From an optimization exercise on the open Yosys and OpenROAD flow, aimed at small area, a short achievable clock period and few clock cycles per item; shortcuts taken in it are not production practice.
Function was not checked in any run shown here: the RTL went through the layout flow alone.
Power figures rest on the tool's default switching activity, not on a simulated workload.

**flow/config.mk**
```make
export PLATFORM = sky130hd
export DESIGN_NAME = divider
export DESIGN_NICKNAME = divider
export VERILOG_FILES = /design/flow/design.v
export SDC_FILE = /design/flow/constraint.sdc
export NUM_CORES = 4
export LEC_CHECK = 0
export ABC_AREA = 1
export CAP_MARGIN = 20
export CORE_MARGIN = 2
export CORE_UTILIZATION = 60
export CTS_CLUSTER_DIAMETER = 120
export CTS_CLUSTER_SIZE = 30
export SETUP_SLACK_MARGIN = 2.4
export SLEW_MARGIN = 20
```
**flow/constraint.sdc**
```tcl
create_clock -name core_clock -period 4.5 [get_ports {clk}]
set_input_delay 0.9000 -clock core_clock [delete_from_list [all_inputs] [get_ports {clk}]]
set_output_delay 0.9000 -clock core_clock [all_outputs]
set_load 0.01 [all_outputs]
```
**flow/design.v**
```verilog
module divider #
(
    parameter N = 32
)
(
    input wire [N-1:0] dividend,
    input wire [N-1:0] divisor,
    input wire start,
    input wire rst,
    input wire clk,
    output wire [N-1:0] quotient,
    output wire [N-1:0] remainder,
    output wire done
);
    wire [N-1:0] xq0 = dividend;
    wire [N-1:0] d0 = divisor;
    wire v0 = start;
    wire [0:0] c0 = xq0[N-1];
    wire [1:0] s0 = {1'b0, c0} - {1'b0, d0[0:0]};
    wire ge0 = ~s0[1] & ~|d0[N-1:1];
    wire [0:0] df0 = s0[0:0];
    wire [0:0] r1 = ge0 ? df0 : c0;
    wire [N-1:0] xq1 = {xq0[N-2:0], ge0};
    wire [N-1:0] d1 = d0;
    wire v1 = v0;
    reg [0:0] r1_q;
    reg [N-1:0] xq1_q;
    reg [N-1:0] d1_q;
    reg v1_q;
    always @(posedge clk) begin
        r1_q <= r1;
        xq1_q <= xq1;
        d1_q <= d1;
    end
    always @(posedge clk, posedge rst) begin
        if (rst) v1_q <= 1'b0;
        else v1_q <= v1;
    end
    wire [1:0] c1 = {r1_q, xq1_q[N-1]};
    wire [2:0] s1 = {1'b0, c1} - {1'b0, d1_q[1:0]};
    wire ge1 = ~s1[2] & ~|d1_q[N-1:2];
    wire [1:0] df1 = s1[1:0];
    wire [1:0] r2 = ge1 ? df1 : c1;
    wire [N-1:0] xq2 = {xq1_q[N-2:0], ge1};
    wire [N-1:0] d2 = d1_q;
    wire v2 = v1_q;
    reg [1:0] r2_q;
    reg [N-1:0] xq2_q;
    reg [N-1:0] d2_q;
    reg v2_q;
    always @(posedge clk) begin
        r2_q <= r2;
        xq2_q <= xq2;
        d2_q <= d2;
    end
    always @(posedge clk, posedge rst) begin
        if (rst) v2_q <= 1'b0;
        else v2_q <= v2;
    end
    wire [2:0] c2 = {r2_q, xq2_q[N-1]};
    wire [3:0] s2 = {1'b0, c2} - {1'b0, d2_q[2:0]};
    wire ge2 = ~s2[3] & ~|d2_q[N-1:3];
    wire [2:0] df2 = s2[2:0];
    wire [2:0] r3 = ge2 ? df2 : c2;
    wire [N-1:0] xq3 = {xq2_q[N-2:0], ge2};
    wire [N-1:0] d3 = d2_q;
    wire v3 = v2_q;
    reg [2:0] r3_q;
    reg [N-1:0] xq3_q;
    reg [N-1:0] d3_q;
    reg v3_q;
    always @(posedge clk) begin
        r3_q <= r3;
        xq3_q <= xq3;
        d3_q <= d3;
    end
    always @(posedge clk, posedge rst) begin
        if (rst) v3_q <= 1'b0;
        else v3_q <= v3;
    end
    wire [3:0] c3 = {r3_q, xq3_q[N-1]};
    wire [4:0] s3 = {1'b0, c3} - {1'b0, d3_q[3:0]};
    wire ge3 = ~s3[4] & ~|d3_q[N-1:4];
    wire [3:0] df3 = s3[3:0];
    wire [3:0] r4 = ge3 ? df3 : c3;
    wire [N-1:0] xq4 = {xq3_q[N-2:0], ge3};
    wire [N-1:0] d4 = d3_q;
    wire v4 = v3_q;
    reg [3:0] r4_q;
    reg [N-1:0] xq4_q;
    reg [N-1:0] d4_q;
    reg v4_q;
    always @(posedge clk) begin
        r4_q <= r4;
        xq4_q <= xq4;
        d4_q <= d4;
    end
    always @(posedge clk, posedge rst) begin
        if (rst) v4_q <= 1'b0;
        else v4_q <= v4;
    end
    wire [4:0] c4 = {r4_q, xq4_q[N-1]};
    wire [5:0] s4 = {1'b0, c4} - {1'b0, d4_q[4:0]};
    wire ge4 = ~s4[5] & ~|d4_q[N-1:5];
    wire [4:0] df4 = s4[4:0];
    wire [4:0] r5 = ge4 ? df4 : c4;
    wire [N-1:0] xq5 = {xq4_q[N-2:0], ge4};
    wire [N-1:0] d5 = d4_q;
    wire v5 = v4_q;
    reg [4:0] r5_q;
    reg [N-1:0] xq5_q;
    reg [N-1:0] d5_q;
    reg v5_q;
    always @(posedge clk) begin
        r5_q <= r5;
        xq5_q <= xq5;
        d5_q <= d5;
    end
    always @(posedge clk, posedge rst) begin
        if (rst) v5_q <= 1'b0;
        else v5_q <= v5;
    end
    wire [5:0] c5 = {r5_q, xq5_q[N-1]};
    wire [6:0] s5 = {1'b0, c5} - {1'b0, d5_q[5:0]};
    wire ge5 = ~s5[6] & ~|d5_q[N-1:6];
    wire [5:0] df5 = s5[5:0];
    wire [5:0] r6 = ge5 ? df5 : c5;
    wire [N-1:0] xq6 = {xq5_q[N-2:0], ge5};
    wire [N-1:0] d6 = d5_q;
    wire v6 = v5_q;
    reg [5:0] r6_q;
    reg [N-1:0] xq6_q;
    reg [N-1:0] d6_q;
    reg v6_q;
    always @(posedge clk) begin
        r6_q <= r6;
        xq6_q <= xq6;
        d6_q <= d6;
    end
    always @(posedge clk, posedge rst) begin
        if (rst) v6_q <= 1'b0;
        else v6_q <= v6;
    end
    wire [6:0] c6 = {r6_q, xq6_q[N-1]};
    wire [7:0] s6 = {1'b0, c6} - {1'b0, d6_q[6:0]};
    wire ge6 = ~s6[7] & ~|d6_q[N-1:7];
    wire [6:0] df6 = s6[6:0];
    wire [6:0] r7 = ge6 ? df6 : c6;
    wire [N-1:0] xq7 = {xq6_q[N-2:0], ge6};
    wire [N-1:0] d7 = d6_q;
    wire v7 = v6_q;
    reg [6:0] r7_q;
    reg [N-1:0] xq7_q;
    reg [N-1:0] d7_q;
    reg v7_q;
    always @(posedge clk) begin
        r7_q <= r7;
        xq7_q <= xq7;
        d7_q <= d7;
    end
    always @(posedge clk, posedge rst) begin
        if (rst) v7_q <= 1'b0;
        else v7_q <= v7;
    end
    wire [7:0] c7 = {r7_q, xq7_q[N-1]};
    wire [8:0] s7 = {1'b0, c7} - {1'b0, d7_q[7:0]};
    wire ge7 = ~s7[8] & ~|d7_q[N-1:8];
    wire [7:0] df7 = s7[7:0];
    wire [7:0] r8 = ge7 ? df7 : c7;
    wire [N-1:0] xq8 = {xq7_q[N-2:0], ge7};
    wire [N-1:0] d8 = d7_q;
    wire v8 = v7_q;
    reg [7:0] r8_q;
    reg [N-1:0] xq8_q;
    reg [N-1:0] d8_q;
    reg v8_q;
    always @(posedge clk) begin
        r8_q <= r8;
        xq8_q <= xq8;
        d8_q <= d8;
    end
    always @(posedge clk, posedge rst) begin
        if (rst) v8_q <= 1'b0;
        else v8_q <= v8;
    end
    wire [8:0] c8 = {r8_q, xq8_q[N-1]};
    wire [9:0] s8 = {1'b0, c8} - {1'b0, d8_q[8:0]};
    wire ge8 = ~s8[9] & ~|d8_q[N-1:9];
    wire [8:0] df8 = s8[8:0];
    wire [8:0] r9 = ge8 ? df8 : c8;
    wire [N-1:0] xq9 = {xq8_q[N-2:0], ge8};
    wire [N-1:0] d9 = d8_q;
    wire v9 = v8_q;
    reg [8:0] r9_q;
    reg [N-1:0] xq9_q;
    reg [N-1:0] d9_q;
    reg v9_q;
    always @(posedge clk) begin
        r9_q <= r9;
        xq9_q <= xq9;
        d9_q <= d9;
    end
    always @(posedge clk, posedge rst) begin
        if (rst) v9_q <= 1'b0;
        else v9_q <= v9;
    end
    wire [9:0] c9 = {r9_q, xq9_q[N-1]};
    wire [10:0] s9 = {1'b0, c9} - {1'b0, d9_q[9:0]};
    wire ge9 = ~s9[10] & ~|d9_q[N-1:10];
    wire [9:0] df9 = s9[9:0];
    wire [9:0] r10 = ge9 ? df9 : c9;
    wire [N-1:0] xq10 = {xq9_q[N-2:0], ge9};
    wire [N-1:0] d10 = d9_q;
    wire v10 = v9_q;
    reg [9:0] r10_q;
    reg [N-1:0] xq10_q;
    reg [N-1:0] d10_q;
    reg v10_q;
    always @(posedge clk) begin
        r10_q <= r10;
        xq10_q <= xq10;
        d10_q <= d10;
    end
    always @(posedge clk, posedge rst) begin
        if (rst) v10_q <= 1'b0;
        else v10_q <= v10;
    end
    wire [10:0] c10 = {r10_q, xq10_q[N-1]};
    wire [11:0] s10 = {1'b0, c10} - {1'b0, d10_q[10:0]};
    wire ge10 = ~s10[11] & ~|d10_q[N-1:11];
    wire [10:0] df10 = s10[10:0];
    wire [10:0] r11 = ge10 ? df10 : c10;
    wire [N-1:0] xq11 = {xq10_q[N-2:0], ge10};
    wire [N-1:0] d11 = d10_q;
    wire v11 = v10_q;
    reg [10:0] r11_q;
    reg [N-1:0] xq11_q;
    reg [N-1:0] d11_q;
    reg v11_q;
    always @(posedge clk) begin
        r11_q <= r11;
        xq11_q <= xq11;
        d11_q <= d11;
    end
    always @(posedge clk, posedge rst) begin
        if (rst) v11_q <= 1'b0;
        else v11_q <= v11;
    end
    wire [11:0] c11 = {r11_q, xq11_q[N-1]};
    wire [12:0] s11 = {1'b0, c11} - {1'b0, d11_q[11:0]};
    wire ge11 = ~s11[12] & ~|d11_q[N-1:12];
    wire [11:0] df11 = s11[11:0];
    wire [11:0] r12 = ge11 ? df11 : c11;
    wire [N-1:0] xq12 = {xq11_q[N-2:0], ge11};
    wire [N-1:0] d12 = d11_q;
    wire v12 = v11_q;
    reg [11:0] r12_q;
    reg [N-1:0] xq12_q;
    reg [N-1:0] d12_q;
    reg v12_q;
    always @(posedge clk) begin
        r12_q <= r12;
        xq12_q <= xq12;
        d12_q <= d12;
    end
    always @(posedge clk, posedge rst) begin
        if (rst) v12_q <= 1'b0;
        else v12_q <= v12;
    end
    wire [12:0] c12 = {r12_q, xq12_q[N-1]};
    wire [13:0] s12 = {1'b0, c12} - {1'b0, d12_q[12:0]};
    wire ge12 = ~s12[13] & ~|d12_q[N-1:13];
    wire [12:0] df12 = s12[12:0];
    wire [12:0] r13 = ge12 ? df12 : c12;
    wire [N-1:0] xq13 = {xq12_q[N-2:0], ge12};
    wire [N-1:0] d13 = d12_q;
    wire v13 = v12_q;
    reg [12:0] r13_q;
    reg [N-1:0] xq13_q;
    reg [N-1:0] d13_q;
    reg v13_q;
    always @(posedge clk) begin
        r13_q <= r13;
        xq13_q <= xq13;
        d13_q <= d13;
    end
    always @(posedge clk, posedge rst) begin
        if (rst) v13_q <= 1'b0;
        else v13_q <= v13;
    end
    wire [13:0] c13 = {r13_q, xq13_q[N-1]};
    wire [14:0] s13 = {1'b0, c13} - {1'b0, d13_q[13:0]};
    wire ge13 = ~s13[14] & ~|d13_q[N-1:14];
    wire [13:0] df13 = s13[13:0];
    wire [13:0] r14 = ge13 ? df13 : c13;
    wire [N-1:0] xq14 = {xq13_q[N-2:0], ge13};
    wire [N-1:0] d14 = d13_q;
    wire v14 = v13_q;
    reg [13:0] r14_q;
    reg [N-1:0] xq14_q;
    reg [N-1:0] d14_q;
    reg v14_q;
    always @(posedge clk) begin
        r14_q <= r14;
        xq14_q <= xq14;
        d14_q <= d14;
    end
    always @(posedge clk, posedge rst) begin
        if (rst) v14_q <= 1'b0;
        else v14_q <= v14;
    end
    wire [14:0] c14 = {r14_q, xq14_q[N-1]};
    wire [15:0] s14 = {1'b0, c14} - {1'b0, d14_q[14:0]};
    wire ge14 = ~s14[15] & ~|d14_q[N-1:15];
    wire [14:0] df14 = s14[14:0];
    wire [14:0] r15 = ge14 ? df14 : c14;
    wire [N-1:0] xq15 = {xq14_q[N-2:0], ge14};
    wire [N-1:0] d15 = d14_q;
    wire v15 = v14_q;
    reg [14:0] r15_q;
    reg [N-1:0] xq15_q;
    reg [N-1:0] d15_q;
    reg v15_q;
    always @(posedge clk) begin
        r15_q <= r15;
        xq15_q <= xq15;
        d15_q <= d15;
    end
    always @(posedge clk, posedge rst) begin
        if (rst) v15_q <= 1'b0;
        else v15_q <= v15;
    end
    wire [15:0] c15 = {r15_q, xq15_q[N-1]};
    wire [16:0] s15 = {1'b0, c15} - {1'b0, d15_q[15:0]};
    wire ge15 = ~s15[16] & ~|d15_q[N-1:16];
    wire [15:0] df15 = s15[15:0];
    wire [15:0] r16 = ge15 ? df15 : c15;
    wire [N-1:0] xq16 = {xq15_q[N-2:0], ge15};
    wire [N-1:0] d16 = d15_q;
    wire v16 = v15_q;
    reg [15:0] r16_q;
    reg [N-1:0] xq16_q;
    reg [N-1:0] d16_q;
    reg v16_q;
    always @(posedge clk) begin
        r16_q <= r16;
        xq16_q <= xq16;
        d16_q <= d16;
    end
    always @(posedge clk, posedge rst) begin
        if (rst) v16_q <= 1'b0;
        else v16_q <= v16;
    end
    wire [16:0] c16 = {r16_q, xq16_q[N-1]};
    wire [17:0] s16 = {1'b0, c16} - {1'b0, d16_q[16:0]};
    wire ge16 = ~s16[17] & ~|d16_q[N-1:17];
    wire [16:0] df16 = s16[16:0];
    wire [16:0] r17 = ge16 ? df16 : c16;
    wire [N-1:0] xq17 = {xq16_q[N-2:0], ge16};
    wire [N-1:0] d17 = d16_q;
    wire v17 = v16_q;
    reg [16:0] r17_q;
    reg [N-1:0] xq17_q;
    reg [N-1:0] d17_q;
    reg v17_q;
    always @(posedge clk) begin
        r17_q <= r17;
        xq17_q <= xq17;
        d17_q <= d17;
    end
    always @(posedge clk, posedge rst) begin
        if (rst) v17_q <= 1'b0;
        else v17_q <= v17;
    end
    wire [17:0] c17 = {r17_q, xq17_q[N-1]};
    wire [18:0] s17 = {1'b0, c17} - {1'b0, d17_q[17:0]};
    wire ge17 = ~s17[18] & ~|d17_q[N-1:18];
    wire [17:0] df17 = s17[17:0];
    wire [17:0] r18 = ge17 ? df17 : c17;
    wire [N-1:0] xq18 = {xq17_q[N-2:0], ge17};
    wire [N-1:0] d18 = d17_q;
    wire v18 = v17_q;
    reg [17:0] r18_q;
    reg [N-1:0] xq18_q;
    reg [N-1:0] d18_q;
    reg v18_q;
    always @(posedge clk) begin
        r18_q <= r18;
        xq18_q <= xq18;
        d18_q <= d18;
    end
    always @(posedge clk, posedge rst) begin
        if (rst) v18_q <= 1'b0;
        else v18_q <= v18;
    end
    wire [18:0] c18 = {r18_q, xq18_q[N-1]};
    wire [19:0] s18 = {1'b0, c18} - {1'b0, d18_q[18:0]};
    wire ge18 = ~s18[19] & ~|d18_q[N-1:19];
    wire [18:0] df18 = s18[18:0];
    wire [18:0] r19 = ge18 ? df18 : c18;
    wire [N-1:0] xq19 = {xq18_q[N-2:0], ge18};
    wire [N-1:0] d19 = d18_q;
    wire v19 = v18_q;
    reg [18:0] r19_q;
    reg [N-1:0] xq19_q;
    reg [N-1:0] d19_q;
    reg v19_q;
    always @(posedge clk) begin
        r19_q <= r19;
        xq19_q <= xq19;
        d19_q <= d19;
    end
    always @(posedge clk, posedge rst) begin
        if (rst) v19_q <= 1'b0;
        else v19_q <= v19;
    end
    wire [19:0] c19 = {r19_q, xq19_q[N-1]};
    wire [20:0] s19 = {1'b0, c19} - {1'b0, d19_q[19:0]};
    wire ge19 = ~s19[20] & ~|d19_q[N-1:20];
    wire [19:0] df19 = s19[19:0];
    wire [19:0] r20 = ge19 ? df19 : c19;
    wire [N-1:0] xq20 = {xq19_q[N-2:0], ge19};
    wire [N-1:0] d20 = d19_q;
    wire v20 = v19_q;
    reg [19:0] r20_q;
    reg [N-1:0] xq20_q;
    reg [N-1:0] d20_q;
    reg v20_q;
    always @(posedge clk) begin
        r20_q <= r20;
        xq20_q <= xq20;
        d20_q <= d20;
    end
    always @(posedge clk, posedge rst) begin
        if (rst) v20_q <= 1'b0;
        else v20_q <= v20;
    end
    wire [20:0] c20 = {r20_q, xq20_q[N-1]};
    wire [21:0] s20 = {1'b0, c20} - {1'b0, d20_q[20:0]};
    wire ge20 = ~s20[21] & ~|d20_q[N-1:21];
    wire [20:0] df20 = s20[20:0];
    wire [20:0] r21 = ge20 ? df20 : c20;
    wire [N-1:0] xq21 = {xq20_q[N-2:0], ge20};
    wire [N-1:0] d21 = d20_q;
    wire v21 = v20_q;
    reg [20:0] r21_q;
    reg [N-1:0] xq21_q;
    reg [N-1:0] d21_q;
    reg v21_q;
    always @(posedge clk) begin
        r21_q <= r21;
        xq21_q <= xq21;
        d21_q <= d21;
    end
    always @(posedge clk, posedge rst) begin
        if (rst) v21_q <= 1'b0;
        else v21_q <= v21;
    end
    wire [21:0] c21 = {r21_q, xq21_q[N-1]};
    wire [22:0] s21 = {1'b0, c21} - {1'b0, d21_q[21:0]};
    wire ge21 = ~s21[22] & ~|d21_q[N-1:22];
    wire [21:0] df21 = s21[21:0];
    wire [21:0] r22 = ge21 ? df21 : c21;
    wire [N-1:0] xq22 = {xq21_q[N-2:0], ge21};
    wire [N-1:0] d22 = d21_q;
    wire v22 = v21_q;
    reg [21:0] r22_q;
    reg [N-1:0] xq22_q;
    reg [N-1:0] d22_q;
    reg v22_q;
    always @(posedge clk) begin
        r22_q <= r22;
        xq22_q <= xq22;
        d22_q <= d22;
    end
    always @(posedge clk, posedge rst) begin
        if (rst) v22_q <= 1'b0;
        else v22_q <= v22;
    end
    wire [22:0] c22 = {r22_q, xq22_q[N-1]};
    wire [23:0] s22 = {1'b0, c22} - {1'b0, d22_q[22:0]};
    wire ge22 = ~s22[23] & ~|d22_q[N-1:23];
    wire [22:0] df22 = s22[22:0];
    wire [22:0] r23 = ge22 ? df22 : c22;
    wire [N-1:0] xq23 = {xq22_q[N-2:0], ge22};
    wire [N-1:0] d23 = d22_q;
    wire v23 = v22_q;
    reg [22:0] r23_q;
    reg [N-1:0] xq23_q;
    reg [N-1:0] d23_q;
    reg v23_q;
    always @(posedge clk) begin
        r23_q <= r23;
        xq23_q <= xq23;
        d23_q <= d23;
    end
    always @(posedge clk, posedge rst) begin
        if (rst) v23_q <= 1'b0;
        else v23_q <= v23;
    end
    wire [23:0] c23 = {r23_q, xq23_q[N-1]};
    wire [24:0] s23 = {1'b0, c23} - {1'b0, d23_q[23:0]};
    wire ge23 = ~s23[24] & ~|d23_q[N-1:24];
    wire [23:0] df23 = s23[23:0];
    wire [23:0] r24 = ge23 ? df23 : c23;
    wire [N-1:0] xq24 = {xq23_q[N-2:0], ge23};
    wire [N-1:0] d24 = d23_q;
    wire v24 = v23_q;
    reg [23:0] r24_q;
    reg [N-1:0] xq24_q;
    reg [N-1:0] d24_q;
    reg v24_q;
    always @(posedge clk) begin
        r24_q <= r24;
        xq24_q <= xq24;
        d24_q <= d24;
    end
    always @(posedge clk, posedge rst) begin
        if (rst) v24_q <= 1'b0;
        else v24_q <= v24;
    end
    wire [24:0] c24 = {r24_q, xq24_q[N-1]};
    wire [25:0] s24 = {1'b0, c24} - {1'b0, d24_q[24:0]};
    wire ge24 = ~s24[25] & ~|d24_q[N-1:25];
    wire [24:0] df24 = s24[24:0];
    wire [24:0] r25 = ge24 ? df24 : c24;
    wire [N-1:0] xq25 = {xq24_q[N-2:0], ge24};
    wire [N-1:0] d25 = d24_q;
    wire v25 = v24_q;
    reg [24:0] r25_q;
    reg [N-1:0] xq25_q;
    reg [N-1:0] d25_q;
    reg v25_q;
    always @(posedge clk) begin
        r25_q <= r25;
        xq25_q <= xq25;
        d25_q <= d25;
    end
    always @(posedge clk, posedge rst) begin
        if (rst) v25_q <= 1'b0;
        else v25_q <= v25;
    end
    wire [25:0] c25 = {r25_q, xq25_q[N-1]};
    wire [26:0] s25 = {1'b0, c25} - {1'b0, d25_q[25:0]};
    wire ge25 = ~s25[26] & ~|d25_q[N-1:26];
    wire [25:0] df25 = s25[25:0];
    wire [25:0] r26 = ge25 ? df25 : c25;
    wire [N-1:0] xq26 = {xq25_q[N-2:0], ge25};
    wire [N-1:0] d26 = d25_q;
    wire v26 = v25_q;
    reg [25:0] r26_q;
    reg [N-1:0] xq26_q;
    reg [N-1:0] d26_q;
    reg v26_q;
    always @(posedge clk) begin
        r26_q <= r26;
        xq26_q <= xq26;
        d26_q <= d26;
    end
    always @(posedge clk, posedge rst) begin
        if (rst) v26_q <= 1'b0;
        else v26_q <= v26;
    end
    wire [26:0] c26 = {r26_q, xq26_q[N-1]};
    wire [27:0] s26 = {1'b0, c26} - {1'b0, d26_q[26:0]};
    wire ge26 = ~s26[27] & ~|d26_q[N-1:27];
    wire [26:0] df26 = s26[26:0];
    wire [26:0] r27 = ge26 ? df26 : c26;
    wire [N-1:0] xq27 = {xq26_q[N-2:0], ge26};
    wire [N-1:0] d27 = d26_q;
    wire v27 = v26_q;
    reg [26:0] r27_q;
    reg [N-1:0] xq27_q;
    reg [N-1:0] d27_q;
    reg v27_q;
    always @(posedge clk) begin
        r27_q <= r27;
        xq27_q <= xq27;
        d27_q <= d27;
    end
    always @(posedge clk, posedge rst) begin
        if (rst) v27_q <= 1'b0;
        else v27_q <= v27;
    end
    wire [27:0] c27 = {r27_q, xq27_q[N-1]};
    wire [28:0] s27 = {1'b0, c27} - {1'b0, d27_q[27:0]};
    wire ge27 = ~s27[28] & ~|d27_q[N-1:28];
    wire [27:0] df27 = s27[27:0];
    wire [27:0] r28 = ge27 ? df27 : c27;
    wire [N-1:0] xq28 = {xq27_q[N-2:0], ge27};
    wire [N-1:0] d28 = d27_q;
    wire v28 = v27_q;
    reg [27:0] r28_q;
    reg [N-1:0] xq28_q;
    reg [N-1:0] d28_q;
    reg v28_q;
    always @(posedge clk) begin
        r28_q <= r28;
        xq28_q <= xq28;
        d28_q <= d28;
    end
    always @(posedge clk, posedge rst) begin
        if (rst) v28_q <= 1'b0;
        else v28_q <= v28;
    end
    wire [28:0] c28 = {r28_q, xq28_q[N-1]};
    wire [29:0] s28 = {1'b0, c28} - {1'b0, d28_q[28:0]};
    wire ge28 = ~s28[29] & ~|d28_q[N-1:29];
    wire [28:0] df28 = s28[28:0];
    wire [28:0] r29 = ge28 ? df28 : c28;
    wire [N-1:0] xq29 = {xq28_q[N-2:0], ge28};
    wire [N-1:0] d29 = d28_q;
    wire v29 = v28_q;
    reg [28:0] r29_q;
    reg [N-1:0] xq29_q;
    reg [N-1:0] d29_q;
    reg v29_q;
    always @(posedge clk) begin
        r29_q <= r29;
        xq29_q <= xq29;
        d29_q <= d29;
    end
    always @(posedge clk, posedge rst) begin
        if (rst) v29_q <= 1'b0;
        else v29_q <= v29;
    end
    wire [29:0] c29 = {r29_q, xq29_q[N-1]};
    wire [30:0] s29 = {1'b0, c29} - {1'b0, d29_q[29:0]};
    wire ge29 = ~s29[30] & ~|d29_q[N-1:30];
    wire [29:0] df29 = s29[29:0];
    wire [29:0] r30 = ge29 ? df29 : c29;
    wire [N-1:0] xq30 = {xq29_q[N-2:0], ge29};
    wire [N-1:0] d30 = d29_q;
    wire v30 = v29_q;
    reg [29:0] r30_q;
    reg [N-1:0] xq30_q;
    reg [N-1:0] d30_q;
    reg v30_q;
    always @(posedge clk) begin
        r30_q <= r30;
        xq30_q <= xq30;
        d30_q <= d30;
    end
    always @(posedge clk, posedge rst) begin
        if (rst) v30_q <= 1'b0;
        else v30_q <= v30;
    end
    wire [30:0] c30 = {r30_q, xq30_q[N-1]};
    wire [31:0] s30 = {1'b0, c30} - {1'b0, d30_q[30:0]};
    wire ge30 = ~s30[31] & ~|d30_q[N-1:31];
    wire [30:0] df30 = s30[30:0];
    wire [30:0] r31 = ge30 ? df30 : c30;
    wire [N-1:0] xq31 = {xq30_q[N-2:0], ge30};
    wire [N-1:0] d31 = d30_q;
    wire v31 = v30_q;
    reg [30:0] r31_q;
    reg [N-1:0] xq31_q;
    reg [N-1:0] d31_q;
    reg v31_q;
    always @(posedge clk) begin
        r31_q <= r31;
        xq31_q <= xq31;
        d31_q <= d31;
    end
    always @(posedge clk, posedge rst) begin
        if (rst) v31_q <= 1'b0;
        else v31_q <= v31;
    end
    wire [31:0] c31 = {r31_q, xq31_q[N-1]};
    wire [32:0] s31 = {1'b0, c31} - {1'b0, d31_q[31:0]};
    wire ge31 = ~s31[32];
    wire [31:0] df31 = s31[31:0];
    wire [31:0] r32 = ge31 ? df31 : c31;
    wire [N-1:0] xq32 = {xq31_q[N-2:0], ge31};
    wire [N-1:0] d32 = d31_q;
    wire v32 = v31_q;
    reg [31:0] r32_q;
    reg [N-1:0] xq32_q;
    reg v32_q;
    always @(posedge clk) begin
        r32_q <= r32;
        xq32_q <= xq32;
    end
    always @(posedge clk, posedge rst) begin
        if (rst) v32_q <= 1'b0;
        else v32_q <= v32;
    end
    assign quotient = xq32_q;
    assign remainder = r32_q;
    assign done = v32_q;
endmodule
```
**flow/run.sh**
```bash
#!/bin/bash
# synth_recipe.tcl (not shown) runs the flow's synth.tcl, then flattens the netlist and writes it again
# the make line also repeats each setting of config.mk as NAME=value (left out here)
make -C /OpenROAD-flow-scripts/flow DESIGN_CONFIG=/design/flow/config.mk WORK_HOME=/design/flow/orfs CLKGATE_MAP_FILE= SYNTH_SCRIPT=/design/flow/synth_recipe.tcl finish
```
==> impl_results.html, run 1 <==
<table>
<tr><th>Metric</th><th>Value</th></tr>
<tr><th colspan="2">Routing</th></tr>
<tr><td>Via count normalized by instance count</td><td>5.19</td></tr>
<tr><td>Iteration-0 DRC count of the detailed router</td><td>around 5,800</td></tr>
<tr><td>Final antenna-violating net count</td><td>0</td></tr>
<tr><td>DRC errors left</td><td>0</td></tr>
<tr><td>Final routed wire length divided by cell count</td><td>17.5 um</td></tr>
<tr><td>Pre-antenna DRT Iters</td><td>6</td></tr>
<tr><td>Via count of the routed design</td><td>70,600</td></tr>
<tr><td>Total wirelength of the detailed-routed design</td><td>238,000 um</td></tr>
<tr><th colspan="2">Cells and area</th></tr>
<tr><td>Commonest non-fill, non-tap cells in the layout</td><td>sky130_fd_sc_hd__nand2_1 (3,176), sky130_fd_sc_hd__dfxtp_1 (2,288), sky130_fd_sc_hd__inv_1 (1,672)</td></tr>
<tr><td>Leading cell type in the layout, fill and taps excluded</td><td>sky130_fd_sc_hd__nand2_1</td></tr>
<tr><td>Fraction of layout cells with a size suffix above 1</td><td>16.0%</td></tr>
<tr><td>Area growth, synth to finish</td><td>17.4%</td></tr>
<tr><td>Cell Count, Final, Fillers Out</td><td>13,600</td></tr>
<tr><td>Post-layout util</td><td>71.1%</td></tr>
<tr><td>Final layout net count</td><td>12,200</td></tr>
<tr><th colspan="2">Worst hold path</th></tr>
<tr><td>Critical hold path startpoint</td><td>d17_q[26]$_DFF_P_</td></tr>
<tr><td>Number of cells on the worst hold path</td><td>0</td></tr>
<tr><td>End of the worst hold path</td><td>d18_q[26]$_DFF_P_</td></tr>
<tr><td>Class of the most critical hold timing path</td><td>flop to flop</td></tr>
<tr><th colspan="2">Synth</th></tr>
<tr><td>Total of warnings raised by yosys</td><td>1</td></tr>
<tr><td>Number of enable-type register cells in the synthesized netlist</td><td>0</td></tr>
<tr><td>Post-synthesis sequential element count</td><td>2,576</td></tr>
<tr><td>Flip-flop cell with the highest count after synthesis</td><td>sky130_fd_sc_hd__dfxtp_1</td></tr>
<tr><td>Count of unique library cells instantiated by Yosys</td><td>56</td></tr>
<tr><td>Async S/R FF share, synth</td><td>1.24%</td></tr>
<tr><td>Register area share after synthesis</td><td>a little under three fifths</td></tr>
<tr><td>Summed instance area of the synthesized netlist</td><td>93,500 um^2</td></tr>
<tr><td>Post-synth net total</td><td>11,700</td></tr>
<tr><td>Syn Inst Count</td><td>11,100</td></tr>
<tr><td>Average instance area after synthesis</td><td>8.42 um^2</td></tr>
<tr><th colspan="2">Place</th></tr>
<tr><td>Input/output buffers</td><td>between 100 and 150</td></tr>
<tr><td>Post-placement setup slack</td><td>1.61 ns</td></tr>
<tr><td>Final Wtd Congestion</td><td>about 1.0</td></tr>
<tr><td>Cell count after placement</td><td>between 10,000 and 15,000</td></tr>
<tr><td>Dpl hpwl</td><td>172,000 um</td></tr>
<tr><th colspan="2">CTS</th></tr>
<tr><td>Clock slew at reported path FFs</td><td>0.12 ns</td></tr>
<tr><td>Cell at the root of the clock tree</td><td>sky130_fd_sc_hd__clkbuf_16</td></tr>
<tr><td>Number of CTS-inserted buffers</td><td>97</td></tr>
<tr><td># H-tree levels</td><td>3</td></tr>
<tr><td>CTS Sinks</td><td>around 2,600</td></tr>
<tr><td>Number of buffers between clock root and the deepest sink</td><td>3</td></tr>
<tr><td>CTS Hold Buffers Added</td><td>0</td></tr>
<tr><td>Insertion delay of the later-clocked pin in the worst-skew pair</td><td>0.81 ns</td></tr>
<tr><td>CTS tree</td><td>built</td></tr>
<tr><th colspan="2">STA</th></tr>
<tr><td>Highest clock frequency the design can meet</td><td>approximately 460 MHz</td></tr>
<tr><td>Final worst-path cycle share</td><td>roughly 49%</td></tr>
<tr><td>RSZ-0062 raised after global routing</td><td>yes</td></tr>
<tr><td>Number of hold violations in the final report</td><td>0</td></tr>
<tr><td>Minimum clock period after layout</td><td>between 2 and 2.5 ns</td></tr>
<tr><td>Worst clock skew on the final layout</td><td>0.0828 ns</td></tr>
<tr><td>TNS Setup</td><td>0 ns</td></tr>
<tr><td>Smallest setup slack after layout</td><td>2.31 ns</td></tr>
<tr><td>Worst-margin pin slew</td><td>0.923 ns</td></tr>
<tr><td>Number of pins exceeding their max-slew limit in the final report</td><td>0</td></tr>
<tr><td>Worst slew margin relative to its limit</td><td>38.3%</td></tr>
<tr><td>Setup violations, final</td><td>0</td></tr>
<tr><th colspan="2">Global route</th></tr>
<tr><td>Remaining global-route overflow</td><td>0</td></tr>
<tr><td>Vias in the first global route</td><td>67,400</td></tr>
<tr><td>Top Usage Layer GRT</td><td>met2</td></tr>
<tr><td>Met3 capacity usage during global routing</td><td>3.41%</td></tr>
<tr><td>Initial antenna violation count</td><td>6</td></tr>
<tr><td>Met2 track demand over resource in global routing</td><td>47.1%</td></tr>
<tr><td>Wire length of the first global-routing pass</td><td>356,000 um</td></tr>
<tr><td>Pin count of the biggest net entering global routing</td><td>33</td></tr>
<tr><td>Overall track demand over capacity in global routing</td><td>28.3%</td></tr>
<tr><td>Global Route met1 Usage</td><td>38.6%</td></tr>
<tr><th colspan="2">Worst setup path</th></tr>
<tr><td>Launch point of the worst path</td><td>v32_q$_DFF_PP0_</td></tr>
<tr><td>Count of buffering cells on the critical path with inverters included</td><td>1</td></tr>
<tr><td>Slowest stage cell, crit path</td><td>sky130_fd_sc_hd__dfrtp_1</td></tr>
<tr><td>Sequence of cells on the critical path</td><td>buf_2</td></tr>
<tr><td>Critical Path Sink Type</td><td>output port</td></tr>
<tr><td>Delay of the slowest critical-path stage</td><td>0.38 ns</td></tr>
<tr><td>Category of the critical setup timing path</td><td>flop to output port</td></tr>
<tr><td>Worst Reg2Reg Path Length in Cells</td><td>13</td></tr>
<tr><td>Largest delay share family, worst path</td><td>flip-flops</td></tr>
<tr><td>Crit path DAT</td><td>roughly 1.3 ns</td></tr>
<tr><td>Reg-to-reg setup timing slack</td><td>2.32 ns</td></tr>
<tr><td>Terminus of the critical flop-to-flop path</td><td>r26_q[7]$_DFF_P_</td></tr>
<tr><td>Worst setup SP type</td><td>flop</td></tr>
<tr><td>Reg2reg start</td><td>xq25_q[31]$_DFF_P_</td></tr>
<tr><td>CP Max Fanout</td><td>1</td></tr>
<tr><td>Worst path required time</td><td>3.60 ns</td></tr>
<tr><th colspan="2">Outcome</th></tr>
<tr><td>Run status</td><td>no timing/DRC/antenna violations</td></tr>
<tr><th colspan="2">Floorplanning</th></tr>
<tr><td>Width of the chip</td><td>approximately 400 um</td></tr>
<tr><td>DIE AREA</td><td>159,000 um^2</td></tr>
<tr><td>Height of the die</td><td>399 um</td></tr>
<tr><td>Number of I/O pins</td><td>132</td></tr>
<tr><td>Floorplan Core Area</td><td>154,000 um^2</td></tr>
<tr><td>Std-Cell Rows</td><td>144</td></tr>
<tr><td>Effective utilization at floorplan</td><td>60.5%</td></tr>
<tr><th colspan="2">Power and ir drop</th></tr>
<tr><td>Static Leakage</td><td>around 0.054 uW</td></tr>
<tr><td>Worst ir drop on vdd</td><td>0.492 mV</td></tr>
<tr><td>Pwr dens</td><td>408 nW/um^2</td></tr>
<tr><th colspan="2">Job</th></tr>
<tr><td>Max-capacitance violation count</td><td>0</td></tr>
</table>
[area by class of cell]
class	instances	area (um^2)
clock inverters	13	251
diodes	1	2.50
well taps	2044	2560
fillers	11900	44700
inverters	1727	6610
multi-input cells	6758	41800
repair buffers	374	3750
repair inverters	5	75.1
clock buffers	106	2480
flip-flops and latches	2576	52200
[layer usage]
| metal | wire (um) | vias to the layer above |
|---|---|---|
| met2 | 110000 | 2263 |
| met3 | 15900 | 432 |
| li1 | - | 35200 |
| met4 | 7460 | 2 |
| met5 | 7 | - |
| met1 | 104000 | 32700 |
[how the worst max path moves through the flow]
stage                         to  cells past startpoint
6_report                    done                      1
5_1_grt                     done                      1
4_1_cts                     done                      1
3_5_place_dp    r30_q[1]$_DFF_P_                     11
3_3_place_gp    r30_q[1]$_DFF_P_                     11
2_1_floorplan  r24_q[11]$_DFF_P_                     15
[timing repair]
item | in CTS | in global routing
gates resized for setup | 902 | 1179
gates cloned | 44 | 26
setup endpoints to repair | 609 | 602
pin swaps | 102 | 223
endpoints found under the hold margin | 0 | 0
buffers inserted | 99 | 119
[synthesized netlist by cell type, types with 3 or more instances]
| master | instances | share of area, % |
|---|---|---|
| sky130_fd_sc_hd__a21boi_0 | 4 | 0.032 |
| sky130_fd_sc_hd__a21o_1 | 29 | 0.23 |
| sky130_fd_sc_hd__a21oi_1 | 398 | 2.1 |
| sky130_fd_sc_hd__a21oi_2 | 3 | 0.028 |
| sky130_fd_sc_hd__a31oi_1 | 8 | 0.054 |
| sky130_fd_sc_hd__and2_1 | 26 | 0.17 |
| sky130_fd_sc_hd__and3_1 | 7 | 0.047 |
| sky130_fd_sc_hd__buf_2 | 41 | 0.22 |
| sky130_fd_sc_hd__buf_4 | 12 | 0.096 |
| sky130_fd_sc_hd__buf_6 | 16 | 0.19 |
| sky130_fd_sc_hd__clkbuf_1 | 13 | 0.052 |
| sky130_fd_sc_hd__dfrtp_1 | 32 | 0.86 |
| sky130_fd_sc_hd__dfxtp_1 | 2544 | 54 |
| sky130_fd_sc_hd__fa_1 | 31 | 0.66 |
| sky130_fd_sc_hd__ha_1 | 527 | 7.1 |
| sky130_fd_sc_hd__inv_1 | 1709 | 6.9 |
| sky130_fd_sc_hd__inv_2 | 17 | 0.068 |
| sky130_fd_sc_hd__nand2_1 | 3527 | 14 |
| sky130_fd_sc_hd__nand2_2 | 28 | 0.19 |
| sky130_fd_sc_hd__nand3_1 | 491 | 2.6 |
| sky130_fd_sc_hd__nand3b_1 | 32 | 0.26 |
| sky130_fd_sc_hd__nand4_1 | 109 | 0.73 |
| sky130_fd_sc_hd__nor2_1 | 603 | 2.4 |
| sky130_fd_sc_hd__nor2_2 | 13 | 0.087 |
| sky130_fd_sc_hd__nor2_4 | 3 | 0.036 |
| sky130_fd_sc_hd__nor3_1 | 71 | 0.38 |
| sky130_fd_sc_hd__nor4_1 | 82 | 0.55 |
| sky130_fd_sc_hd__o21a_1 | 9 | 0.072 |
| sky130_fd_sc_hd__o21ai_0 | 233 | 1.2 |
| sky130_fd_sc_hd__o21ai_1 | 120 | 0.64 |
| sky130_fd_sc_hd__o21bai_1 | 50 | 0.40 |
| sky130_fd_sc_hd__or2_2 | 9 | 0.060 |
| sky130_fd_sc_hd__xnor2_1 | 154 | 1.4 |
| sky130_fd_sc_hd__xor2_1 | 119 | 1.1 |
[per-stage QoR]
step                total power [uW]  hold slack (ns)  instance area [um^2]
finish                         44800            0.307                110000
global route                   46800            0.306                110000
CTS                            43500            0.299                103000
detailed placement             32300            0.312                 96800
global placement               32200            0.310                 96800
floorplan                      30100            0.310                 93500
[cells by family after synthesis]
| family | synth area share [%] |
|---|---|
| and+or+nand+nor | 21.8 |
| DFF | 55.4 |
| buffers and inverters | 7.51 |
| AOI/OAI and AO/OA | 5.02 |
| adders and majority gates | 7.72 |
| xor gates and xnor gates | 2.56 |
[report_power, final]
part / internal (uW) / leakage [uW] / switching [uW]
registers: 24100 / 0.0217 / 925
clock network: 4060 / 0.00132 / 6720
logic: 3620 / 0.0307 / 5340
==> run 2: changes to the inputs <==
--- a/flow/config.mk
+++ b/flow/config.mk
@@ -9,7 +9,7 @@
 export CAP_MARGIN = 20
 export CORE_MARGIN = 2
 export CORE_UTILIZATION = 60
-export CTS_CLUSTER_DIAMETER = 120
-export CTS_CLUSTER_SIZE = 30
+export CTS_CLUSTER_DIAMETER = 100
+export CTS_CLUSTER_SIZE = 25
 export SETUP_SLACK_MARGIN = 2.4
 export SLEW_MARGIN = 20
==> run 2 against run 1 <==
Still clean on timing, DRC and antenna. Register-to-register slack worse by 0.03 ns. First-iteration DRC count is 1.3% higher. Via count is 0.30% higher. Utilization is 0.40 points higher. Critical path depth is 16 higher. Largest power group unchanged.
==> impl_results.html, run 2 <==
<table>
<tr><th>Metric</th><th>Value</th></tr>
<tr><th colspan="2">STA</th></tr>
<tr><td>TNS Setup</td><td>0 ns</td></tr>
<tr><td>Setup violations, final</td><td>0</td></tr>
<tr><td>Worst slew margin relative to its limit</td><td>41.0%</td></tr>
<tr><td>Worst clock skew on the final layout</td><td>0.0627 ns</td></tr>
<tr><td>Number of pins exceeding their max-slew limit in the final report</td><td>0</td></tr>
<tr><td>Smallest setup slack after layout</td><td>between 2 and 2.5 ns</td></tr>
<tr><td>Number of hold violations in the final report</td><td>0</td></tr>
<tr><td>Final worst-path cycle share</td><td>49.2%</td></tr>
<tr><td>Worst-margin pin slew</td><td>0.882 ns</td></tr>
<tr><td>Minimum clock period after layout</td><td>2.21 ns</td></tr>
<tr><td>RSZ-0062 raised after global routing</td><td>yes</td></tr>
<tr><td>Highest clock frequency the design can meet</td><td>451 MHz</td></tr>
<tr><th colspan="2">Global route</th></tr>
<tr><td>Vias in the first global route</td><td>67,400</td></tr>
<tr><td>Overall track demand over capacity in global routing</td><td>28.4%</td></tr>
<tr><td>Remaining global-route overflow</td><td>0</td></tr>
<tr><td>Wire length of the first global-routing pass</td><td>357,000 um</td></tr>
<tr><td>Initial antenna violation count</td><td>3</td></tr>
<tr><td>Pin count of the biggest net entering global routing</td><td>33</td></tr>
<tr><th colspan="2">CTS</th></tr>
<tr><td>CTS Sinks</td><td>2,576</td></tr>
<tr><td>Number of buffers between clock root and the deepest sink</td><td>3</td></tr>
<tr><td>Number of CTS-inserted buffers</td><td>116</td></tr>
<tr><td># H-tree levels</td><td>3</td></tr>
<tr><td>Insertion delay of the later-clocked pin in the worst-skew pair</td><td>0.78 ns</td></tr>
<tr><td>CTS tree</td><td>built</td></tr>
<tr><td>Clock slew at reported path FFs</td><td>~0.1 ns</td></tr>
<tr><td>Cell at the root of the clock tree</td><td>sky130_fd_sc_hd__clkbuf_16</td></tr>
<tr><th colspan="2">Power and ir drop</th></tr>
<tr><td>Static Leakage</td><td>0.0540 uW</td></tr>
<tr><td>Seq pwr share</td><td>54.6%</td></tr>
<tr><td>Cell-internal power</td><td>32,600 uW</td></tr>
<tr><td>Fraction of power consumed by the clock network</td><td>25.7%</td></tr>
<tr><td>Sum of internal, switching and leakage power</td><td>between 40,000 and 50,000 uW</td></tr>
<tr><td>Worst ir drop on vdd</td><td>0.506 mV</td></tr>
<tr><td>Combinational Power Share</td><td>between 10% and 20%</td></tr>
<tr><td>Pwr dens</td><td>~410 nW/um^2</td></tr>
<tr><td>Net switching component of the power</td><td>approximately 13,000 uW</td></tr>
<tr><td>Switching power share of the total</td><td>between 20% and 30%</td></tr>
<tr><th colspan="2">Synth</th></tr>
<tr><td>Post-synthesis sequential element count</td><td>2,576</td></tr>
<tr><td>Syn Inst Count</td><td>11,100</td></tr>
<tr><td>Flip-flop cell with the highest count after synthesis</td><td>sky130_fd_sc_hd__dfxtp_1</td></tr>
<tr><td>Async S/R FF share, synth</td><td>1.24%</td></tr>
<tr><td>Top cells by instance count after synthesis</td><td>sky130_fd_sc_hd__nand2_1 (3,527), sky130_fd_sc_hd__dfxtp_1 (2,544), sky130_fd_sc_hd__inv_1 (1,709), sky130_fd_sc_hd__nor2_1 (603), sky130_fd_sc_hd__ha_1 (527)</td></tr>
<tr><td>Register area share after synthesis</td><td>55.4%</td></tr>
<tr><td>Average instance area after synthesis</td><td>8.42 um^2</td></tr>
<tr><td>Post-synth net total</td><td>11,700</td></tr>
<tr><td>Count of unique library cells instantiated by Yosys</td><td>56</td></tr>
<tr><td>Leading cell type by number of instances after synthesis</td><td>sky130_fd_sc_hd__nand2_1</td></tr>
<tr><td>Share of the synthesized area in the top cell type</td><td>a little over half</td></tr>
<tr><td>Total of warnings raised by yosys</td><td>1</td></tr>
<tr><td>Cell types with the largest area share after synthesis</td><td>sky130_fd_sc_hd__dfxtp_1 (54%), sky130_fd_sc_hd__nand2_1 (14%), sky130_fd_sc_hd__ha_1 (7.1%)</td></tr>
<tr><td>Largest area contributor in the synthesized netlist</td><td>sky130_fd_sc_hd__dfxtp_1</td></tr>
<tr><td>Summed instance area of the synthesized netlist</td><td>93,500 um^2</td></tr>
<tr><td>Number of enable-type register cells in the synthesized netlist</td><td>0</td></tr>
<tr><th colspan="2">Floorplanning</th></tr>
<tr><td>Effective utilization at floorplan</td><td>60.5%</td></tr>
<tr><td>Width of the chip</td><td>roughly 400 um</td></tr>
<tr><td>Number of I/O pins</td><td>132</td></tr>
<tr><td>Height of the die</td><td>399 um</td></tr>
<tr><td>Floorplan Core Area</td><td>154,000 um^2</td></tr>
<tr><td>DIE AREA</td><td>between 150,000 and 200,000 um^2</td></tr>
<tr><td>Std-Cell Rows</td><td>roughly 140</td></tr>
<tr><th colspan="2">Routing</th></tr>
<tr><td>Via count of the routed design</td><td>70,800</td></tr>
<tr><td>Total wirelength of the detailed-routed design</td><td>239,000 um</td></tr>
<tr><td>Pre-antenna DRT Iters</td><td>9</td></tr>
<tr><td>Via count normalized by instance count</td><td>5.20</td></tr>
<tr><td>Final routed wire length divided by cell count</td><td>17.5 um</td></tr>
<tr><td>DRC errors left</td><td>0</td></tr>
<tr><td>Final antenna-violating net count</td><td>0</td></tr>
<tr><td>Iteration-0 DRC count of the detailed router</td><td>5,833</td></tr>
<tr><th colspan="2">Cells and area</th></tr>
<tr><td>Diode insertion count for antenna repair</td><td>0</td></tr>
<tr><td>Fillers</td><td>11,700</td></tr>
<tr><td>Area growth, synth to finish</td><td>18.1%</td></tr>
<tr><td>Total area of multi-input combinational cells</td><td>42,000 um^2</td></tr>
<tr><td>Final layout net count</td><td>between 10,000 and 15,000</td></tr>
<tr><td>Register cell area after layout</td><td>52,200 um^2</td></tr>
<tr><td>Leading cell type in the layout, fill and taps excluded</td><td>sky130_fd_sc_hd__nand2_1</td></tr>
<tr><td>Fraction of layout cells with a size suffix above 1</td><td>roughly 16%</td></tr>
<tr><td>Commonest non-fill, non-tap cells in the layout</td><td>sky130_fd_sc_hd__nand2_1 (3,175), sky130_fd_sc_hd__dfxtp_1 (2,296), sky130_fd_sc_hd__inv_1 (1,672)</td></tr>
<tr><th colspan="2">Job</th></tr>
<tr><td>Max-capacitance violation count</td><td>0</td></tr>
<tr><th colspan="2">Worst setup path</th></tr>
<tr><td>Worst setup SP type</td><td>flop</td></tr>
<tr><td>Critical Path Sink Type</td><td>flop</td></tr>
<tr><td>Crit path DAT</td><td>roughly 2.8 ns</td></tr>
<tr><td>Category of the critical setup timing path</td><td>flop to flop</td></tr>
<tr><td>CP Max Fanout</td><td>15</td></tr>
<tr><td>Worst path required time</td><td>5.11 ns</td></tr>
<tr><th colspan="2">Outcome</th></tr>
<tr><td>Run status</td><td>no timing/DRC/antenna violations</td></tr>
<tr><th colspan="2">Place</th></tr>
<tr><td>Dpl hpwl</td><td>between 150,000 and 200,000 um</td></tr>
<tr><td>Input/output buffers</td><td>~130</td></tr>
<tr><td>Final Wtd Congestion</td><td>1.01</td></tr>
<tr><td>Post-placement setup slack</td><td>1.61 ns</td></tr>
<tr><th colspan="2">Worst hold path</th></tr>
<tr><td>Class of the most critical hold timing path</td><td>flop to flop</td></tr>
</table>
run 2: cell counts after synthesis:
Identical to the previous run, type by type.
run 2: cell type report:
| cell class | instances | share of cell area (%) |
|---|---|---|
| tap | 2044 | 2.32 |
| clock inverter | 18 | 0.294 |
| sequential | 2576 | 47.3 |
| multi-input combinational | 6761 | 38.1 |
| clock buffer | 123 | 2.66 |
| timing repair inverter | 8 | 0.0839 |
| timing repair buffer | 364 | 3.30 |
| inverter | 1727 | 5.98 |
run 2: logic make-up (layout without fill, tap and decap cells):
family,count (synthesis),count (layout),share of synthesized area (%)
AO/OA/AOI/OAI,868,872,5.02
XOR/XNOR,273,273,2.56
adder cells (fa/ha/maj),558,558,7.72
buffers and inverters,1811,2240,7.51
flip-flops,2576,2576,55.4
AND/OR/NAND/NOR,5014,5058,21.8
run 2: repair_timing:
item	CTS	global route
gates cloned	47	28
endpoints found under the setup margin	610	598
hold buffers	0	0
setup buffers	99	110
gates resized for setup	954	1128
pin swaps	106	215
run 2: metrics by stage:
stage                     hold slack [ns]  cell area [um^2]  cells  util (%)
after global routing                0.323            110000  13600      71.5
after global placement              0.310             96800  13200      62.7
after floorplan                     0.310             93500  11100         -
after detailed placement            0.312             96800  13200      62.7
final                               0.308            110000  13600      71.5
after CTS                           0.314            104000  13500      67.4
run 2: path summary, 6_finish.rpt:
kind / slack (ns) / to / cells after the start / start
max: 2.29 / r32_q[21]$_DFF_P_ / 17 / xq31_q[31]$_DFF_P_
max in group asynchronous: 3.58 / v25_q$_DFF_PP0_ / 2 / rst
min in group asynchronous: 0.51 / v32_q$_DFF_PP0_ / 2 / rst
min reg2reg: 0.31 / d31_q[15]$_DFF_P_ / 0 / d30_q[15]$_DFF_P_
max reg2reg: 2.29 / r32_q[21]$_DFF_P_ / 17 / xq31_q[31]$_DFF_P_
min: 0.31 / d31_q[15]$_DFF_P_ / 0 / d30_q[15]$_DFF_P_
run 2: layer usage:
layer	routed length [um]	global-route usage, %	up-vias
met2	111000	47.5	2220
li1	-	-	35300
met3	15400	3.75	439
met4	7630	7.84	0
met5	0	0	-
met1	105000	38.6	32900
run 2: worst max-delay path: stages, from the launching register on:
cell and delay [ns]:
sky130_fd_sc_hd__dfxtp_2 0.33, sky130_fd_sc_hd__inv_2 0.05, sky130_fd_sc_hd__ha_4 0.15, sky130_fd_sc_hd__fa_2 0.36
sky130_fd_sc_hd__inv_2 0.08, sky130_fd_sc_hd__nand3_2 0.09, sky130_fd_sc_hd__nand3_4 0.09, sky130_fd_sc_hd__nand2_2 0.05
sky130_fd_sc_hd__nand2_2 0.09, sky130_fd_sc_hd__nand2_2 0.08, sky130_fd_sc_hd__nand2_4 0.09, sky130_fd_sc_hd__nand2_4 0.07
sky130_fd_sc_hd__nand2_8 0.07, sky130_fd_sc_hd__buf_6 0.10, sky130_fd_sc_hd__buf_12 0.16, sky130_fd_sc_hd__inv_16 0.07
sky130_fd_sc_hd__nand2_2 0.06, sky130_fd_sc_hd__nand2_1 0.07
run 2: power by group through the flow:
stage	registers [uW]	logic, uW	clock network [uW]
after floorplan	25000	5080	0
after global placement	25400	6850	0
after detailed placement	25400	6940	0
after CTS	24900	7800	12000
after global routing	25100	9960	12800
final	25000	9020	11800
==> run 3: changes to the inputs <==
--- a/flow/config.mk
+++ b/flow/config.mk
@@ -11,5 +11,5 @@
 export CORE_UTILIZATION = 60
 export CTS_CLUSTER_DIAMETER = 100
 export CTS_CLUSTER_SIZE = 25
-export SETUP_SLACK_MARGIN = 2.4
+export SETUP_SLACK_MARGIN = 2.6
 export SLEW_MARGIN = 20
==> run 3 against run 2 <==
Hold slack better by 0.0063 ns. Critical path depth fell by 16. Highest routed layer is now met5. Area after synthesis unchanged. Largest cell class unchanged. Still clean on timing, DRC and antenna. Fmax down 1.1%. Register-to-register slack lost 0.02 ns. Non-clock buffer count increased by 377. Largest power group unchanged.
==> impl_results.html, run 3 <==
<table>
<tr><th>Metric</th><th>Value</th></tr>
<tr><th colspan="2">Place</th></tr>
<tr><td>Cell count after placement</td><td>13,200</td></tr>
<tr><td>Dpl hpwl</td><td>172,000 um</td></tr>
<tr><td>Final Wtd Congestion</td><td>roughly 1</td></tr>
<tr><td>Post-placement setup slack</td><td>1.59 ns</td></tr>
<tr><td>Input/output buffers</td><td>between 100 and 150</td></tr>
<tr><th colspan="2">Floorplanning</th></tr>
<tr><td>Std-Cell Rows</td><td>144</td></tr>
<tr><td>Height of the die</td><td>399 um</td></tr>
<tr><td>Effective utilization at floorplan</td><td>around three fifths</td></tr>
<tr><td>Floorplan Core Area</td><td>154,000 um^2</td></tr>
<tr><td>Width of the chip</td><td>roughly 400 um</td></tr>
<tr><td>Number of I/O pins</td><td>132</td></tr>
<tr><td>DIE AREA</td><td>159,000 um^2</td></tr>
<tr><th colspan="2">CTS</th></tr>
<tr><td>Cell at the root of the clock tree</td><td>sky130_fd_sc_hd__clkbuf_16</td></tr>
<tr><td>Insertion delay of the later-clocked pin in the worst-skew pair</td><td>0.82 ns</td></tr>
<tr><td>Clock slew at reported path FFs</td><td>0.11 ns</td></tr>
<tr><td>Number of buffers between clock root and the deepest sink</td><td>3</td></tr>
<tr><td># H-tree levels</td><td>3</td></tr>
<tr><td>Number of CTS-inserted buffers</td><td>between 100 and 150</td></tr>
<tr><td>CTS Sinks</td><td>2,576</td></tr>
<tr><td>CTS tree</td><td>built</td></tr>
<tr><th colspan="2">Cells and area</th></tr>
<tr><td>Post-layout util</td><td>77.8%</td></tr>
<tr><td>Cell Count, Final, Fillers Out</td><td>14,000</td></tr>
<tr><td>Final layout net count</td><td>12,600</td></tr>
<tr><td>Commonest non-fill, non-tap cells in the layout</td><td>sky130_fd_sc_hd__nand2_1 (2,583), sky130_fd_sc_hd__dfxtp_1 (2,059), sky130_fd_sc_hd__inv_1 (1,568)</td></tr>
<tr><td>Fraction of layout cells with a size suffix above 1</td><td>a little under 30%</td></tr>
<tr><td>Area growth, synth to finish</td><td>28.6%</td></tr>
<tr><td>Fillers</td><td>9,928</td></tr>
<tr><td>Leading cell type in the layout, fill and taps excluded</td><td>sky130_fd_sc_hd__nand2_1</td></tr>
<tr><th colspan="2">Synth</th></tr>
<tr><td>Summed instance area of the synthesized netlist</td><td>93,500 um^2</td></tr>
<tr><td>Syn Inst Count</td><td>11,100</td></tr>
<tr><td>Async S/R FF share, synth</td><td>1.24%</td></tr>
<tr><td>Post-synthesis sequential element count</td><td>about 2,600</td></tr>
<tr><td>Post-synth net total</td><td>roughly 12,000</td></tr>
<tr><td>Count of unique library cells instantiated by Yosys</td><td>56</td></tr>
<tr><td>Share of the synthesized area in the top cell type</td><td>54.5%</td></tr>
<tr><td>Flip-flop cell with the highest count after synthesis</td><td>sky130_fd_sc_hd__dfxtp_1</td></tr>
<tr><td>Register area share after synthesis</td><td>55.4%</td></tr>
<tr><td>Cell types with the largest area share after synthesis</td><td>sky130_fd_sc_hd__dfxtp_1 (54%), sky130_fd_sc_hd__nand2_1 (14%), sky130_fd_sc_hd__ha_1 (7.1%)</td></tr>
<tr><td>Average instance area after synthesis</td><td>8.42 um^2</td></tr>
<tr><td>Largest area contributor in the synthesized netlist</td><td>sky130_fd_sc_hd__dfxtp_1</td></tr>
<tr><td>Leading cell type by number of instances after synthesis</td><td>sky130_fd_sc_hd__nand2_1</td></tr>
<tr><td>Number of enable-type register cells in the synthesized netlist</td><td>0</td></tr>
<tr><td>Top cells by instance count after synthesis</td><td>sky130_fd_sc_hd__nand2_1 (3,527), sky130_fd_sc_hd__dfxtp_1 (2,544), sky130_fd_sc_hd__inv_1 (1,709), sky130_fd_sc_hd__nor2_1 (603), sky130_fd_sc_hd__ha_1 (527)</td></tr>
<tr><td>Total of warnings raised by yosys</td><td>1</td></tr>
<tr><th colspan="2">STA</th></tr>
<tr><td>RSZ-0062 raised after global routing</td><td>yes</td></tr>
<tr><td>Highest clock frequency the design can meet</td><td>approximately 450 MHz</td></tr>
<tr><td>Smallest setup slack after layout</td><td>2.26 ns</td></tr>
<tr><td>Worst slew margin relative to its limit</td><td>between 20% and 30%</td></tr>
<tr><td>Worst clock skew on the final layout</td><td>roughly 0.057 ns</td></tr>
<tr><td>Number of pins exceeding their max-slew limit in the final report</td><td>0</td></tr>
<tr><td>Setup violations, final</td><td>0</td></tr>
<tr><td>Tightest hold margin</td><td>about 0.31 ns</td></tr>
<tr><td>Number of hold violations in the final report</td><td>0</td></tr>
<tr><td>Minimum clock period after layout</td><td>2.24 ns</td></tr>
<tr><td>TNS Setup</td><td>0 ns</td></tr>
<tr><td>Final worst-path cycle share</td><td>49.8%</td></tr>
<tr><td>Worst-margin pin slew</td><td>1.07 ns</td></tr>
<tr><th colspan="2">Global route</th></tr>
<tr><td>Met3 capacity usage during global routing</td><td>between 4 and 5%</td></tr>
<tr><td>Pin count of the biggest net entering global routing</td><td>33</td></tr>
<tr><td>Overall track demand over capacity in global routing</td><td>30.6%</td></tr>
<tr><td>Global Route met1 Usage</td><td>41.0%</td></tr>
<tr><td>Initial antenna violation count</td><td>8</td></tr>
<tr><td>Wire length of the first global-routing pass</td><td>382,000 um</td></tr>
<tr><td>Top Usage Layer GRT</td><td>met2</td></tr>
<tr><td>Met2 track demand over resource in global routing</td><td>51.2%</td></tr>
<tr><td>Vias in the first global route</td><td>70,300</td></tr>
<tr><td>Remaining global-route overflow</td><td>0</td></tr>
<tr><th colspan="2">Worst setup path</th></tr>
<tr><td>Worst setup SP type</td><td>flop</td></tr>
<tr><td>Sequence of cells on the critical path</td><td>buf_2</td></tr>
<tr><td>Slowest stage cell, crit path</td><td>sky130_fd_sc_hd__dfrtp_1</td></tr>
<tr><td>Largest delay share family, worst path</td><td>flip-flops</td></tr>
<tr><td>Count of buffering cells on the critical path with inverters included</td><td>1</td></tr>
<tr><td>Delay of the slowest critical-path stage</td><td>0.39 ns</td></tr>
<tr><td>Critical Path Sink Type</td><td>output port</td></tr>
<tr><td>Crit path DAT</td><td>1.34 ns</td></tr>
<tr><td>Worst path required time</td><td>roughly 3.6 ns</td></tr>
<tr><td>Category of the critical setup timing path</td><td>flop to output port</td></tr>
<tr><td>CP Max Fanout</td><td>1</td></tr>
<tr><th colspan="2">Routing</th></tr>
<tr><td>Pre-antenna DRT Iters</td><td>9</td></tr>
<tr><td>DRC errors left</td><td>0</td></tr>
<tr><td>Final antenna-violating net count</td><td>0</td></tr>
<tr><td>Via count of the routed design</td><td>75,300</td></tr>
<tr><td>Via count normalized by instance count</td><td>5.37</td></tr>
<tr><td>Iteration-0 DRC count of the detailed router</td><td>7,140</td></tr>
<tr><td>Final routed wire length divided by cell count</td><td>19.2 um</td></tr>
<tr><td>Total wirelength of the detailed-routed design</td><td>269,000 um</td></tr>
<tr><th colspan="2">Outcome</th></tr>
<tr><td>Run status</td><td>no timing/DRC/antenna violations</td></tr>
<tr><th colspan="2">Power and ir drop</th></tr>
<tr><td>Fraction of power consumed by the clock network</td><td>24.6%</td></tr>
<tr><td>Static Leakage</td><td>0.0573 uW</td></tr>
<tr><td>Seq pwr share</td><td>between 50 and 60%</td></tr>
<tr><td>Switching power share of the total</td><td>between 20 and 30%</td></tr>
<tr><td>Worst ir drop on vdd</td><td>0.476 mV</td></tr>
<tr><td>Pwr dens</td><td>396 nW/um^2</td></tr>
<tr><td>Combinational Power Share</td><td>22.6%</td></tr>
<tr><td>Net switching component of the power</td><td>14,200 uW</td></tr>
<tr><td>Cell-internal power</td><td>33,400 uW</td></tr>
<tr><th colspan="2">Job</th></tr>
<tr><td>Max-capacitance violation count</td><td>0</td></tr>
<tr><th colspan="2">Worst hold path</th></tr>
<tr><td>Class of the most critical hold timing path</td><td>flop to flop</td></tr>
</table>
## run 3: cell counts after synthesis
Identical to the previous run, type by type.
## run 3: power by group through the flow
stage	logic, uW	clock network [uW]	registers [uW]
after floorplan	5110	0	25000
after global placement	6870	0	25400
after detailed placement	6960	0	25400
after CTS	9080	11900	25000
after global routing	11700	12700	25200
final	10800	11700	25100
## run 3: area by class of cell
cell class                      instances  area [um^2]  share of cell area, %
Sequential cell                      2576        52500                   43.7
Multi-Input combinational cell       6789        48100                   40.0
Timing Repair Buffer                  741         6990                   5.82
Inverter                             1727         6650                   5.54
Clock buffer                          120         2900                   2.41
Tap cell                             2044         2560                   2.13
Clock inverter                         12          267                  0.222
Timing Repair inverter                 12          160                  0.133
Antenna cell                            2         5.00                0.00417
## run 3: what timing repair did
action	CTS	global route
gates resized for setup	2295	1524
gates cloned	91	16
pin swaps	426	615
setup endpoints to repair	618	611
hold buffers	0	0
buffers inserted	348	240
## run 3: final timing paths
path / end / depth (start not counted) / slack (ns) / from
worst max-delay path: done / 1 / 2.26 / v32_q$_DFF_PP0_
worst min-delay path: xq11_q[27]$_DFF_P_ / 0 / 0.31 / xq10_q[26]$_DFF_P_
worst max register to register: r30_q[3]$_DFF_P_ / 13 / 2.27 / d29_q[4]$_DFF_P_
worst min register to register: xq11_q[27]$_DFF_P_ / 0 / 0.31 / xq10_q[26]$_DFF_P_
max in group asynchronous: v20_q$_DFF_PP0_ / 2 / 3.51 / rst
min in group asynchronous: v5_q$_DFF_PP0_ / 2 / 0.51 / rst
## run 3: routing by layer
metal	vias to the layer above	part of all wire, %
met5	-	0.018
met4	6	3.9
met3	725	7.4
met2	2992	47
met1	35400	41
li1	36200	-
## run 3: kinds of logic (layout without fill, tap and decap cells)
family,Yosys count,in the layout,synth area share [%]
XOR/XNOR,273,273,2.56
AO/OA/AOI/OAI,868,873,5.02
buffers and inverters,1811,2612,7.51
AND/OR/NAND/NOR,5014,5085,21.8
adder cells (fa/ha/maj),558,558,7.72
other,0,2,0
flip-flops,2576,2576,55.4
## run 3: through the flow
stage | total power [uW] | cell area, um^2
after floorplan | 30200 | 93600
after global placement | 32200 | 96900
after detailed placement | 32300 | 96900
after CTS | 46000 | 112000
after global routing | 49600 | 120000
final | 47600 | 120000

[afterwards: timing with drivers on the ports]
No port has a modelled driver above. Below, the same layouts with a new extraction and two added sets of constraints.
Step 1: set_driving_cell puts a clkbuf_16 on clk and a buf_2 on each other input, an assumption about the parent block.
Step 2 moves the port delays by t, midway between the first and last clock arrival at a register: inputs arrive t later, outputs are due t later. That takes back most of the time a late clock gives input paths.
a / b / c = ideal / step 1 / step 2; a / b = the first two.
run | shift t [ns] | setup slack, ns | worst hold slack (ns) | slew at the worst register clock pin (ns) | pins driven straight from the clock port
run 1 | 0.848 | 2.311 / 2.230 / 2.066 | 0.307 / 0.307 / 0.307 | 0.12 / 0.12 | 1
run 2 | 0.841 | 2.285 / 2.210 / 2.068 | 0.308 / 0.308 / 0.308 | 0.11 / 0.11 | 1
run 3 | 0.861 | 2.259 / 2.176 / 2.017 | 0.314 / 0.314 / 0.314 | 0.12 / 0.12 | 1
After both steps setup and hold are still met in every run listed. For run 1, which loses most, drivers alone change the setup slack by -0.081 ns; drivers and shift together by -0.245 ns.
